What follows belongs to an exercise in optimizing a design on an open flow for small area and a short achievable clock period; a production flow would make more cautious choices. In this exercise RTL edits were held to simulation tests only and were not proved equivalent to the original.

==> inputs of fjord <==
// clk_ctrl
module clk_ctrl
(
	input  wire        clk_i,
	input  wire        rstn_i,
	input  wire [15:0] freq,
	output wire        dds1_o,
	output wire        dds_o
);
reg  [15:0] fr;
reg  [31:0] cnt;      
reg  [31:0] cnt1;     
reg  [2:0]  pa;       
reg  [3:0]  pb;       
reg         dds;
reg         dds1;
wire [31:0] cnt_n;
wire [31:0] cnt1_n;
wire [2:0]  pa_n;
wire [3:0]  pb_n;
wire        dds_n;
wire        dds1_n;
wire [10:0] gq;       
localparam [31:0] CNT_INV  = 32'h00000000;
localparam [31:0] CNT1_INV = 32'h00000000;
always @(posedge clk_i or negedge rstn_i)
	if (rstn_i == 1'b0) begin
		fr   <= 16'd0;
		cnt  <= CNT_INV;
		cnt1 <= CNT1_INV;
		pa   <= 0;
		pb   <= 0;
		dds  <= 1'b0;
		dds1 <= 1'b0;
	end else begin
		fr   <= freq;
		cnt  <= cnt_n;
		cnt1 <= cnt1_n;
		pa   <= pa_n;
		pb   <= pb_n;
		dds  <= dds_n;
		dds1 <= dds1_n;
	end
assign dds_o  = dds;
assign dds1_o = dds1;
wire n_1;
wire n_2;
wire n_3;
wire n_4;
wire n_5;
wire n_6;
wire n_7;
wire n_8;
wire n_9;
wire n_10;
wire n_11;
wire n_12;
wire n_13;
wire n_14;
wire n_15;
wire n_16;
wire p3s_17;
wire p3c_18;
wire p3s_19;
wire p3c_20;
wire p3s_21;
wire p3c_22;
wire p3s_23;
wire p3c_24;
wire p3s_25;
wire p3c_26;
wire p3s_27;
wire p3c_28;
wire p3s_29;
wire p3c_30;
wire p3s_31;
wire p3c_32;
wire p3s_33;
wire p3c_34;
wire p3s_35;
wire p3c_36;
wire p3s_37;
wire p3c_38;
wire p3s_39;
wire p3c_40;
wire p3s_41;
wire p3c_42;
wire p3s_43;
wire p3c_44;
wire p3s_45;
wire p3c_46;
wire p3s_47;
wire p3c_48;
wire n_49;
wire n_50;
wire n_51;
wire n_52;
wire n_53;
wire n_54;
wire n_55;
wire n_56;
wire n_57;
wire n_58;
wire n_59;
wire n_60;
wire n_61;
wire n_62;
wire n_63;
wire n_64;
wire n_65;
wire as_66;
wire ac_67;
  ...
==> flow/config.mk <==
export PLATFORM = sky130hd
export DESIGN_NAME = clk_ctrl
export DESIGN_NICKNAME = clk_ctrl
export VERILOG_FILES = /design/flow/design.v
export SDC_FILE = /design/flow/constraint.sdc
export NUM_CORES = 4
export LEC_CHECK = 0
export CAP_MARGIN = 20
export CORE_MARGIN = 2
export CORE_UTILIZATION = 40
export CTS_BUF_LIST = sky130_fd_sc_hd__clkbuf_8
export SLEW_MARGIN = 20
export SYNTH_HIERARCHICAL = 1
==> flow/constraint.sdc <==
create_clock -name core_clock -period 70.0 [get_ports {clk_i}]
set_input_delay 14.0000 -clock core_clock [delete_from_list [all_inputs] [get_ports {clk_i}]]
set_output_delay 14.0000 -clock core_clock [all_outputs]
set_load 0.01 [all_outputs]
standard.sh (not shown) runs the stock make flow with config.mk's settings and CLKGATE_MAP_FILE= SYNTH_SCRIPT=/design/flow/synth_recipe.tcl, a recipe that flattens the netlist after the stock synthesis.
==> flow/flow/run.sh <==
#!/bin/bash
# The standard layout (standard.sh, all ORFS steps unchanged), except that the
# port buffers that buffer_ports inserts are plain sky130_fd_sc_hd__buf_1 cells
# instead of the delay buffers it picks by default. Every port is still buffered.
set -euo pipefail
export BUFFER_PORTS_ARGS="-buffer_cell sky130_fd_sc_hd__buf_1"
bash standard.sh finish > standard_make.log 2>&1
==> inputs of nickel, as changes to fjord <==
==> flow/flow/run.sh (replaced) <==
#!/bin/bash
# The standard layout (standard.sh, all ORFS steps unchanged), except:
#  - the port buffers that buffer_ports inserts are plain sky130_fd_sc_hd__buf_1 cells
#    instead of the delay buffers it picks by default (every port is still buffered);
#  - clock tree synthesis arguments: -sink_clustering_enable -repair_clock_nets -buf_list sky130_fd_sc_hd__clkbuf_16 -root_buf sky130_fd_sc_hd__clkbuf_16 -sink_clustering_size 45 -sink_clustering_max_diameter 400
set -euo pipefail
export BUFFER_PORTS_ARGS="-buffer_cell sky130_fd_sc_hd__buf_1"
export CTS_ARGS="-sink_clustering_enable -repair_clock_nets -buf_list sky130_fd_sc_hd__clkbuf_16 -root_buf sky130_fd_sc_hd__clkbuf_16 -sink_clustering_size 45 -sink_clustering_max_diameter 400"
bash standard.sh finish > standard_make.log 2>&1
==> results.json <==
{
  "post-route-cell-area_mm2": 0.0111,
  "via_count": 5243,
  "arrival_ns": 0.89,
  "area_growth_pct": 6.43,
  "r2r_setup_slack_ns": 55.33,
  "clockRootBuffer": "clkbuf_8",
  "grt_pass1_wl_um": 39600,
  "outcome": "timing/DRC/antenna clean",
  "dr_wl_met2_um": 11600
}
[end of results for fjord]
==> results.json <==
{
  "outcome": "timing/DRC/antenna clean",
  "via_count": 5215,
  "grt-ovfl-total": 0,
  "area_growth_pct": 7.41,
  "r2r_setup_slack_ns": 55.34,
  "dr_wl_met2_um": 11600,
  "reg2reg_to": "dds$_DFF_PN0_",
  "multiInputGateArea_mm2": 0.00800,
  "grt_pass1_wl_um": 39700,
  "clockRootBuffer": "clkbuf_16",
  "synth_top_family_by_area": "adder cells",
  "post-route-cell-area_mm2": 0.0112
}
[end of results for nickel]


==> inputs of 08-15 <==
clk_ctrl, a different RTL version from the one above (not shown whole).
clock: 70.0 ns
lec_check: 0
cap_margin: 20
core_margin: 2
core_utilization: 55
cts_buf_list: sky130_fd_sc_hd__clkbuf_8
slew_margin: 20
synth_hierarchical: 1
==> flow/flow/run.sh <==
#!/bin/bash
# The standard layout (standard.sh, all ORFS steps unchanged), except:
#  - the port buffers that buffer_ports inserts are plain sky130_fd_sc_hd__buf_1 cells
#    instead of the delay buffers it picks by default (every port is still buffered);
#  - clock tree synthesis with clkbuf_8 buffers and without dummy loads.
set -euo pipefail
export BUFFER_PORTS_ARGS="-buffer_cell sky130_fd_sc_hd__buf_1"
export CTS_ARGS="-sink_clustering_enable -repair_clock_nets -buf_list sky130_fd_sc_hd__clkbuf_8 -dont_use_dummy_load"
bash standard.sh finish > standard_make.log 2>&1
==> inputs of 08-16, as changes to 08-15 <==
--- a/flow/config.mk
+++ b/flow/config.mk
@@ -9,3 +9,3 @@
 export CORE_MARGIN = 2
-export CORE_UTILIZATION = 55
+export CORE_UTILIZATION = 70
 export CTS_BUF_LIST = sky130_fd_sc_hd__clkbuf_8
==> notes <==
08-15 produced a clean layout. 08-16 finished clean.
Against 08-16, the wire length of 08-15 is higher by about 3%.
In 08-15 the global-route usage is lower than in 08-16, by 6.4 points.
Of 08-16 and 08-15, 08-15 has the higher worst setup slack (gap 0.015 ns).
Fmax is about the same in 08-15 and 08-16.
Critical path depth is the same in 08-16 and 08-15.
Against 08-16, the first-iteration DRC count of 08-15 is smaller by about 5%.
Clock skew: 08-15 is lower than 08-16 (0.0030 ns).


==> inputs of trial 5 <==
clk_ctrl again, from the RTL that the note above started with.
export LEC_CHECK = 0
export CAP_MARGIN = 20
export CORE_MARGIN = 2
export CORE_UTILIZATION = 40
export CTS_BUF_LIST = sky130_fd_sc_hd__clkbuf_8
export SLEW_MARGIN = 20
export SYNTH_HIERARCHICAL = 1
create_clock -name core_clock -period 70.0 [get_ports {clk_i}]
Scripts as last shown in full above: flow/flow/run.sh
==> inputs of build 10, as changes to trial 5 <==
==> flow/flow/run.sh (replaced) <==
#!/bin/bash
# The standard layout (standard.sh, all ORFS steps unchanged), except that the
# port buffers that buffer_ports inserts are plain sky130_fd_sc_hd__buf_1 cells
# instead of the delay buffers it picks by default. Every port is still buffered.
set -euo pipefail
export BUFFER_PORTS_ARGS="-buffer_cell sky130_fd_sc_hd__buf_1"
bash standard.sh finish > standard_make.log 2>&1
==> results.cfg <==
[timing]
slew_headroom = 0.471
fmax_mhz = 67.3
period_minus_slack_ns = 14.87
setup_ws_ns = 55.13

[run_status]
outcome = finished clean

[cells_and_area]
finish.utilization = 0.434

[routing]
drtIter0Drc = 284
(the above is from trial 5)
==> results.cfg <==
[run_status]
outcome = finished clean

[routing]
drtIter0Drc = 255

[timing]
fmax_mhz = 67.2
slew_headroom = 0.482
period_minus_slack_ns = 14.88
(the above is from build 10)


==> inputs of run E <==
clk_ctrl, a different RTL version from the one above (not shown whole).
==> flow/config.mk <==
export PLATFORM = sky130hd
export DESIGN_NAME = clk_ctrl
export DESIGN_NICKNAME = clk_ctrl
export VERILOG_FILES = /design/flow/design.v
export SDC_FILE = /design/flow/constraint.sdc
export NUM_CORES = 4
export LEC_CHECK = 0
export CAP_MARGIN = 20
export CORE_MARGIN = 2
export CORE_UTILIZATION = 40
export CTS_BUF_LIST = sky130_fd_sc_hd__clkbuf_8
export CTS_CLUSTER_SIZE = 30
export SLEW_MARGIN = 20
export SYNTH_HIERARCHICAL = 1
==> flow/constraint.sdc <==
create_clock -name core_clock -period 70.0 [get_ports {clk_i}]
set_input_delay 14.0000 -clock core_clock [delete_from_list [all_inputs] [get_ports {clk_i}]]
set_output_delay 14.0000 -clock core_clock [all_outputs]
set_load 0.01 [all_outputs]
==> flow/flow/run.sh <==
#!/bin/bash
# The standard layout (standard.sh, all ORFS steps unchanged), except that the
# port buffers that buffer_ports inserts are plain sky130_fd_sc_hd__buf_1 cells
# instead of the delay buffers it picks by default. Every port is still buffered.
set -euo pipefail
export BUFFER_PORTS_ARGS="-buffer_cell sky130_fd_sc_hd__buf_1"
bash standard.sh finish > standard_make.log 2>&1
==> run B: changes against run E <==
Settings changed: CTS_CLUSTER_SIZE 30 to unset.
==> run Z: changes against run E <==
==> flow/run.sh (new file) <==
#!/bin/bash
# synth_recipe.tcl (not shown) runs the flow's synth.tcl, then flattens the netlist and writes it again
# the make line also repeats each setting of config.mk as NAME=value (left out here)
make -C /OpenROAD-flow-scripts/flow DESIGN_CONFIG=/design/flow/config.mk WORK_HOME=/design/flow/orfs CLKGATE_MAP_FILE= SYNTH_SCRIPT=/design/flow/synth_recipe.tcl finish
Settings changed: CTS_BUF_LIST sky130_fd_sc_hd__clkbuf_8 to unset, CTS_CLUSTER_SIZE 30 to unset.
removed: flow/flow/run.sh
removed: flow/standard.sh
==> run summary <==
item                                                                                                  run Z                     run B                     run E
Worst Setup EP                                                                                       dds1_o                     dds_o                     dds_o
Multi-input combinational area share                                                                  70.9%                     72.2%                     72.2%
Clock buffer cells                                                                                       12                        11                        11
Total half-perimeter wirelength after legalization and detailed placement                          19600 um                  19300 um                  19300 um
End of the worst register-to-register path                                                   dds1$_DFF_PN0_             dds$_DFF_PN0_             dds$_DFF_PN0_
Cell with the largest stage delay on the worst path                        sky130_fd_sc_hd__clkdlybuf4s50_1  sky130_fd_sc_hd__dfrtp_1  sky130_fd_sc_hd__dfrtp_1
Buffer count excluding the clock tree in the final layout                                                20                        21                        21
Fraction of layout instances using a drive strength above 1                                           2.88%                     3.48%                     3.48%
Status                                                                              complete, no violations   complete, no violations   complete, no violations
Hold slack final                                                                                   0.855 ns                  0.824 ns                  0.824 ns
CP Launch Point                                                                              dds1$_DFF_PN0_             dds$_DFF_PN0_             dds$_DFF_PN0_
Least-Margin Pin Slew                                                                              0.806 ns                  0.797 ns                  0.797 ns
Maximum number of pins on one net before global-route repair                                             50                        48                        48
Iter 0 DRT Violations                                                                                   396                       291                       291
Worst max-slew margin expressed relative to the limit                                                 46.2%                     46.8%                     46.8%
Placed instance count                                                                                   978                       979                       979
Upper clock frequency limit                                                                      0.0656 GHz                0.0672 GHz                0.0672 GHz
Clk_skew                                                                                          0.0118 ns                 0.0232 ns                 0.0232 ns


==> inputs of harbor <==
clk_ctrl, a different RTL version from the one above (not shown whole).
## clk_ctrl
module clk_ctrl
(
	input  wire        clk_i,
	input  wire        rstn_i,
	input  wire [15:0] freq,
	output wire        dds1_o,
	output wire        dds_o
);
==> flow/config.mk <==
export PLATFORM = sky130hd
export DESIGN_NAME = clk_ctrl
export DESIGN_NICKNAME = clk_ctrl
export VERILOG_FILES = /design/flow/design.v
export SDC_FILE = /design/flow/constraint.sdc
export NUM_CORES = 4
export LEC_CHECK = 0
export CAP_MARGIN = 20
export CORE_MARGIN = 2
export CORE_UTILIZATION = 40
export CTS_BUF_LIST = sky130_fd_sc_hd__clkbuf_8
export SLEW_MARGIN = 20
export SYNTH_HIERARCHICAL = 1
==> flow/constraint.sdc <==
create_clock -name core_clock -period 70.0 [get_ports {clk_i}]
set_input_delay 14.0000 -clock core_clock [delete_from_list [all_inputs] [get_ports {clk_i}]]
set_output_delay 14.0000 -clock core_clock [all_outputs]
set_load 0.01 [all_outputs]
==> flow/flow/run.sh <==
#!/bin/bash
# The standard layout (standard.sh, all ORFS steps unchanged), except:
#  - the port buffers that buffer_ports inserts are plain sky130_fd_sc_hd__buf_1 cells
#    instead of the delay buffers it picks by default (every port is still buffered);
#  - clock tree synthesis with clkbuf_8 buffers and without dummy loads.
set -euo pipefail
export BUFFER_PORTS_ARGS="-buffer_cell sky130_fd_sc_hd__buf_1"
export CTS_ARGS="-sink_clustering_enable -repair_clock_nets -buf_list sky130_fd_sc_hd__clkbuf_8 -dont_use_dummy_load"
bash standard.sh finish > standard_make.log 2>&1
==> maple: changes against harbor <==
==> flow/flow/run.sh (replaced) <==
#!/bin/bash
# The standard layout (standard.sh, all ORFS steps unchanged), except:
#  - the port buffers that buffer_ports inserts are plain sky130_fd_sc_hd__buf_1 cells
#    instead of the delay buffers it picks by default (every port is still buffered);
#  - clock tree synthesis arguments: -sink_clustering_enable -repair_clock_nets -buf_list {sky130_fd_sc_hd__clkbuf_4 sky130_fd_sc_hd__clkbuf_8} -dont_use_dummy_load
set -euo pipefail
export BUFFER_PORTS_ARGS="-buffer_cell sky130_fd_sc_hd__buf_1"
export CTS_ARGS="-sink_clustering_enable -repair_clock_nets -buf_list {sky130_fd_sc_hd__clkbuf_4 sky130_fd_sc_hd__clkbuf_8} -dont_use_dummy_load"
bash standard.sh finish > standard_make.log 2>&1
==> summary of the runs <==
In sequential share of layout area, harbor and maple do not differ. In final area, harbor and maple do not differ. Worst setup slack is the same in harbor and maple. In maximum frequency, maple and harbor do not differ. Die area is the same in maple and harbor. In synthesized area, maple and harbor do not differ. Clock skew is the same in harbor and maple. In register-to-register slack, harbor and maple hardly differ.


==> cedar <==
clk_ctrl with an RTL version that a note above also has.
// clk_ctrl
module clk_ctrl
(
	input  wire        clk_i,
	input  wire        rstn_i,
	input  wire [15:0] freq,
	output wire        dds1_o,
	output wire        dds_o
);
reg  [15:0] fr;
reg  [31:0] cnt;      
reg  [31:0] cnt1;     
reg  [2:0]  pa;       
reg  [4:0]  pb;       
reg         dds;
reg         dds1;
wire [31:0] cnt_n;
wire [31:0] cnt1_n;
wire [2:0]  pa_n;
wire [4:0]  pb_n;
wire        dds_n;
wire        dds1_n;
wire [10:0] gq;       
localparam [31:0] CNT_INV  = 32'h00000000;
localparam [31:0] CNT1_INV = 32'h00000000;
always @(posedge clk_i or negedge rstn_i)
	if (rstn_i == 1'b0) begin
		fr   <= 16'd0;
		cnt  <= CNT_INV;
		cnt1 <= CNT1_INV;
		pa   <= 0;
		pb   <= 0;
		dds  <= 1'b0;
		dds1 <= 1'b0;
	end else begin
		fr   <= freq;
		cnt  <= cnt_n;
		cnt1 <= cnt1_n;
		pa   <= pa_n;
		pb   <= pb_n;
		dds  <= dds_n;
		dds1 <= dds1_n;
	end
assign dds_o  = dds;
assign dds1_o = dds1;
wire n_1;
wire n_2;
wire n_3;
wire n_4;
wire n_5;
wire n_6;
wire n_7;
wire n_8;
wire n_9;
wire n_10;
wire n_11;
wire n_12;
wire n_13;
wire n_14;
wire n_15;
wire n_16;
wire p3s_17;
wire p3c_18;
wire p3s_19;
wire p3c_20;
wire p3s_21;
wire p3c_22;
wire p3s_23;
wire p3c_24;
wire p3s_25;
wire p3c_26;
wire p3s_27;
wire p3c_28;
wire p3s_29;
wire p3c_30;
wire p3s_31;
wire p3c_32;
wire p3s_33;
wire p3c_34;
wire p3s_35;
wire p3c_36;
wire p3s_37;
wire p3c_38;
wire p3s_39;
wire p3c_40;
wire p3s_41;
wire p3c_42;
wire p3s_43;
wire p3c_44;
wire p3s_45;
  ...
clock: 70.0 ns
lec_check: 0
abc_area: 1
cap_margin: 20
core_margin: 2
core_utilization: 40
cts_buf_list: sky130_fd_sc_hd__clkbuf_8
slew_margin: 20
synth_hierarchical: 1
==> flow/flow/run.sh <==
#!/bin/bash
# The standard layout (standard.sh, all ORFS steps unchanged), except that the
# port buffers that buffer_ports inserts are plain sky130_fd_sc_hd__buf_1 cells
# instead of the delay buffers it picks by default. Every port is still buffered.
set -euo pipefail
export BUFFER_PORTS_ARGS="-buffer_cell sky130_fd_sc_hd__buf_1"
bash standard.sh finish > standard_make.log 2>&1
==> indigo (differences from cedar) <==
- ABC_AREA: 1 -> default
- CTS_BUF_LIST: sky130_fd_sc_hd__clkbuf_8 -> default
==> willow (differences from cedar) <==
- ABC_AREA: 1 -> default
- CAP_MARGIN: 20 -> 0
- SLEW_MARGIN: 20 -> 0
==> sierra (differences from cedar) <==
==> flow/run.sh (new file) <==
#!/bin/bash
# synth_recipe.tcl (not shown) runs the flow's synth.tcl, then flattens the netlist and writes it again
# the make line also repeats each setting of config.mk as NAME=value (left out here)
make -C /OpenROAD-flow-scripts/flow DESIGN_CONFIG=/design/flow/config.mk WORK_HOME=/design/flow/orfs CLKGATE_MAP_FILE= SYNTH_SCRIPT=/design/flow/synth_recipe.tcl finish
- ABC_AREA: 1 -> default
removed: flow/flow/run.sh
removed: flow/standard.sh
==> comparison table <==
Met2 demand-to-capacity share in global routing: indigo 30.5%; cedar 28.6%; willow 30.5%; sierra 31.1%
Worst r2r path cells: indigo 36; cedar 38; willow 36; sierra 38
Maximum achievable frequency: indigo 67.4 MHz; cedar 67.1 MHz; willow 67.2 MHz; sierra 65.5 MHz
Sequential-to-total area share from yosys stat: indigo 21.4%; cedar 21.2%; willow 21.4%; sierra 21.4%
Aggregate global-route resource usage: indigo 19.1%; cedar 18.8%; willow 19.1%; sierra 19.3%
Clock input transition at the sequential cells of the worst setup and hold paths: indigo 0.07 ns; cedar 0.11 ns; willow 0.10 ns; sierra 0.10 ns
Final worst path period need: indigo 14.84 ns; cedar 14.89 ns; willow 14.88 ns; sierra 15.28 ns
Data arrival time of the critical path: indigo 0.84 ns; cedar 0.89 ns; willow 0.88 ns; sierra 1.28 ns
Clock latency reported for the late side of the worst-skew pair: indigo 0.36 ns; cedar 0.39 ns; willow 0.40 ns; sierra 0.40 ns
DP Wirelength: indigo 19300 µm; cedar 19400 µm; willow 19300 µm; sierra 19600 µm
Slew headroom: indigo 47.9%; cedar 42.3%; willow 46.8%; sierra 45.5%
GR Layer Usage met3: indigo 4.50%; cedar 3.90%; willow 4.55%; sierra 3.43%
Summed area of non-filler cells in the final layout: indigo 11300 µm²; cedar 11400 µm²; willow 11200 µm²; sierra 11300 µm²
Synthesized area per cell: indigo 16.9 µm²; cedar 15.7 µm²; willow 16.9 µm²; sierra 16.9 µm²
Outcome: indigo finished clean; cedar finished clean; willow finished clean; sierra finished clean
Share of synthesized cell area in full adder, half adder and majority cells: indigo 72.3%; cedar 71.1%; willow 72.3%; sierra 72.3%
Worst setup slack before clock tree synthesis: indigo 54.77 ns; cedar 54.70 ns; willow 54.77 ns; sierra 54.82 ns
Met3 WL: indigo 1170 µm; cedar 1370 µm; willow 1280 µm; sierra 1650 µm
Multi-input comb cells: indigo 489; cedar 528; willow 489; sierra 489
Non-clk invs: indigo 44; cedar 60; willow 44; sierra 44
Cell area after placement: indigo 11000 µm²; cedar 11200 µm²; willow 11000 µm²; sierra 11100 µm²

static timing again, ports no longer ideal:
No port has a modelled driver above. Below, the same layouts with a new extraction and two added sets of constraints. Step 1 (the two cells are an assumption about what drives the block):
set clk [get_ports {clk_i}]
set_driving_cell -lib_cell sky130_fd_sc_hd__clkbuf_16 $clk
set_driving_cell -lib_cell sky130_fd_sc_hd__buf_2 [delete_from_list [all_inputs] $clk]
Step 2 also shifts input and output timing later by t, the mid clock arrival at the registers, as if the neighbouring blocks saw the same clock. Slacks: ideal ports / drivers / drivers and shift; pairs: ideal ports / drivers.
| run | t (ns) | setup slack, ns | worst setup path after step 2 | worst register clock-pin slew, ns | worst slew at a driven data input, ns |
|---|---|---|---|---|---|
| fjord | 0.421 | 55.105 / 55.066 / 54.772 | input, reset recovery | 0.10 / 0.10 | 0.06 |
| nickel | 0.399 | 55.150 / 55.104 / 54.782 | input, reset recovery | 0.07 / 0.07 | 0.06 |
| 08-15 | 0.414 | 55.107 / 55.064 / 54.822 | input, reset recovery | 0.10 / 0.10 | 0.04 |
| 08-16 | 0.425 | 55.092 / 55.053 / 54.809 | input, reset recovery | 0.10 / 0.10 | 0.07 |
| trial 5 | 0.417 | 55.133 / 55.096 / 54.812 | input, reset recovery | 0.11 / 0.11 | 0.05 |
| build 10 | 0.420 | 55.118 / 55.081 / 54.793 | input, reset recovery | 0.11 / 0.11 | 0.05 |
| run E | 0.430 | 55.118 / 55.076 / 54.867 | input, reset recovery | 0.12 / 0.12 | 0.03 |
| run B | 0.430 | 55.118 / 55.076 / 54.867 | input, reset recovery | 0.12 / 0.12 | 0.03 |
| run Z | 0.409 | 54.751 / 54.703 / 54.861 | input, reset recovery | 0.07 / 0.07 | 0.03 |
| harbor | 0.415 | 55.136 / 55.095 / 54.896 | input, reset recovery | 0.10 / 0.10 | 0.04 |
| maple | 0.415 | 55.136 / 55.095 / 54.896 | input, reset recovery | 0.10 / 0.10 | 0.04 |
| cedar | 0.422 | 55.105 / 55.062 / 54.825 | input, reset recovery | 0.11 / 0.11 | 0.03 |
| indigo | 0.400 | 55.161 / 55.115 / 54.850 | input, reset recovery | 0.08 / 0.08 | 0.03 |
| willow | 0.430 | 55.118 / 55.076 / 54.867 | input, reset recovery | 0.12 / 0.12 | 0.03 |
| sierra | 0.431 | 54.722 / 54.676 / 54.884 | input, reset recovery | 0.11 / 0.11 | 0.03 |
After both steps setup and hold are still met in every run listed. For nickel, which loses most, drivers alone change the setup slack by -0.046 ns; drivers and shift together by -0.368 ns. The worst setup slack also covers recovery checks on asynchronous resets.
